This design comes from an exercise in tuning for small area on the open sky130 flow, not from production work. Only simulation tests tie the RTL to the original design; equivalence was not proved. The clock input has no modelled driver; a real chip could not lean on it and would need a root buffer or a full tree. No activity file was given, so power comes from the tool's default toggle rates.

Setup of job 4122:
==> flow/design.v (excerpt) <==
module sram #(
    parameter ADDR_WIDTH = 8,
    parameter DATA_WIDTH = 8,
    parameter MEM_SIZE   = 1 << ADDR_WIDTH
)(
    input  wire                  clk,
    input  wire                  reset_n,
    input  wire                  chip_enable_n,
    input  wire                  write_enable_n,
    input  wire                  read_enable_n,
    input  wire [ADDR_WIDTH-1:0] address,
    input  wire [DATA_WIDTH-1:0] data_in,
    output wire [DATA_WIDTH-1:0] data_out
);
==> flow/config.mk <==
export PLATFORM = sky130hd
export DESIGN_NAME = sram
export DESIGN_NICKNAME = sram
export VERILOG_FILES = /design/flow/design.v
export SDC_FILE = /design/flow/constraint.sdc
export NUM_CORES = 8
export LEC_CHECK = 0
export CAP_MARGIN = 15
export CORE_MARGIN = 2
export CORE_UTILIZATION = 70
export SLEW_MARGIN = 10
export SYNTH_HIERARCHICAL = 1
==> flow/constraint.sdc <==
create_clock -name core_clock -period 15.0 [get_ports {clk}]
set_input_delay 3.0000 -clock core_clock [delete_from_list [all_inputs] [get_ports {clk}]]
set_output_delay 3.0000 -clock core_clock [all_outputs]
set_load 0.01 [all_outputs]
standard.sh (not shown) runs the stock make flow with config.mk's settings and CLKGATE_MAP_FILE= SYNTH_SCRIPT=/design/flow/synth_recipe.tcl, a recipe that flattens the netlist after the stock synthesis.
==> flow/flow/run.sh <==
#!/bin/bash
# Standard layout, except that:
# - the ports are buffered with buf_1 cells;
# - TritonCTS runs as usual, then the POST_CTS hook replaces its tree with a
#   tree of inverters (see clock_tree.tcl).
set -euo pipefail
FLOW_DIR=$(cd "$(dirname "${BASH_SOURCE[0]}")" && pwd)
export CTS_ARGS="-sink_clustering_enable -sink_clustering_size 100 -sink_clustering_max_diameter 500 -dont_use_dummy_load"
export POST_CTS_TCL=$FLOW_DIR/post_cts.tcl
export BUFFER_PORTS_ARGS="-buffer_cell sky130_fd_sc_hd__buf_1"
bash standard.sh finish > standard.log 2>&1
==> flow/flow/post_cts.tcl <==
# Replace the clock tree TritonCTS built with an inverter tree.
set flow_dir [file dirname [info script]]
source $flow_dir/clock_tree.tcl
clk_ripup
clk_build 34 5 sky130_fd_sc_hd__inv_16 sky130_fd_sc_hd__inv_8 sky130_fd_sc_hd__inv_4
detailed_placement
estimate_parasitics -placement
check_placement -verbose
Other scripts of this flow, unchanged in this note and not shown: flow/flow/clock_tree.tcl
Here is what was changed in the inputs of job 8352 compared with job 4122.
- CORE_UTILIZATION changed from 70 to 75
- CAP_MARGIN changed from 15 to 10
==> flow/flow/run.sh <==
#!/bin/bash
# Standard layout, except for the clock tree: TritonCTS runs as usual, then
# the POST_CTS hook replaces its tree with a tree of inverters (see
# clock_tree.tcl).
set -euo pipefail
FLOW_DIR=$(cd "$(dirname "${BASH_SOURCE[0]}")" && pwd)
export CTS_ARGS="-sink_clustering_enable -sink_clustering_size 100 -sink_clustering_max_diameter 500 -dont_use_dummy_load"
export POST_CTS_TCL=$FLOW_DIR/post_cts.tcl
bash standard.sh finish > standard.log 2>&1
[summary]
Job 8352 -> job 4122: standard cell area after detailed placement flat. From job 4122 to job 8352 the numbers moved as follows: pre-CTS setup slack saw a decrease, combinational power saw little to no change, final design instance area without fill saw little to no change, net load switching power saw little to no change, post-detailed-placement half-perimeter wirelength saw a decrease. Total power: job 8352 vs job 4122 — no meaningful difference. met2 layer usage reported by global route sits higher in job 8352 than in job 4122. Job 4122 and job 8352 ended up with nearly the same synthesis-to-finish area growth. In job 8352 relative to job 4122, first-iteration DRC count had gone up slightly. Longest individual stage delay on the worst path, job 4122 and job 8352, higher one = job 8352.
For job 4323, these inputs were changed with respect to job 8352:
- swapping 75 for 65 in CORE_UTILIZATION
==> flow/flow/run.sh <==
#!/bin/bash
# Standard layout, except that:
# - the ports are buffered with buf_1 cells;
# - TritonCTS runs as usual, then the POST_CTS hook replaces its tree with a
#   tree of inverters (see clock_tree.tcl).
set -euo pipefail
FLOW_DIR=$(cd "$(dirname "${BASH_SOURCE[0]}")" && pwd)
export CTS_ARGS="-sink_clustering_enable -sink_clustering_size 100 -sink_clustering_max_diameter 500 -dont_use_dummy_load"
export POST_CTS_TCL=$FLOW_DIR/post_cts.tcl
export BUFFER_PORTS_ARGS="-buffer_cell sky130_fd_sc_hd__buf_1"
bash standard.sh finish > standard.log 2>&1
--- a/flow/flow/post_cts.tcl
+++ b/flow/flow/post_cts.tcl
@@ -3,5 +3,5 @@
 source $flow_dir/clock_tree.tcl
 clk_ripup
-clk_build 34 5 sky130_fd_sc_hd__inv_16 sky130_fd_sc_hd__inv_8 sky130_fd_sc_hd__inv_4
+clk_build 36 5 sky130_fd_sc_hd__inv_16 sky130_fd_sc_hd__inv_12 sky130_fd_sc_hd__inv_4
 detailed_placement
 estimate_parasitics -placement
[summary]
Of job 8352 and job 4323, the run reporting the lower post-route clock period utilization was job 4323.
Die area is lower on job 8352
Minimum setup slack in the final design in job 4323 is 1.15 ns above job 8352.
Compared with job 8352, job 4323 shows aggregate routed wire length higher by 4.4 mm.
Comparing job 8352 and job 4323, setup slack on the worst flop-to-flop path is higher on job 8352.
Fmax ended up 9.5% higher on job 4323 than on job 8352.
As far as final area is concerned, job 8352 and job 4323 perform about the same.
As far as power after layout is concerned, job 8352 and job 4323 perform about the same.
For total placed instance area, job 4323 and job 8352 come out practically identical.
In every run of this note, the design's own scripts or RTL, not TritonCTS, make the clock network.

## separate check: timing with driven ports
How much do the figures lean on ideal ports? The routed layouts below were timed once more, with nothing changed but the port constraints. Step 1 sets driving cells, clkbuf_16 on the clock port and buf_2 on the other inputs (assumed; they add their load-dependent delay and slew). Step 2, shift: input delay + t, output delay - t, t = (earliest + latest rising clock arrival at the registers) / 2. This alone moves slack from input paths to output paths. Three values: no drivers, after step 1, after step 2; two values: the first two.
run	t (ns)	setup WS [ns]	worst hold slack (ns)	worst slew at a driven data input, ns
job 4122	0.661	2.746 / 2.634 / 2.634	0.451 / 0.451 / 0.451	0.11
job 8352	0.665	1.796 / 1.705 / 1.705	0.451 / 0.451 / 0.451	0.09
job 4323	0.586	2.944 / 2.823 / 2.823	0.449 / 0.449 / 0.449	0.12
After both steps setup and hold are still met in every run listed. For job 4323, which loses most, drivers alone change the setup slack by -0.121 ns; drivers and shift together by -0.121 ns.
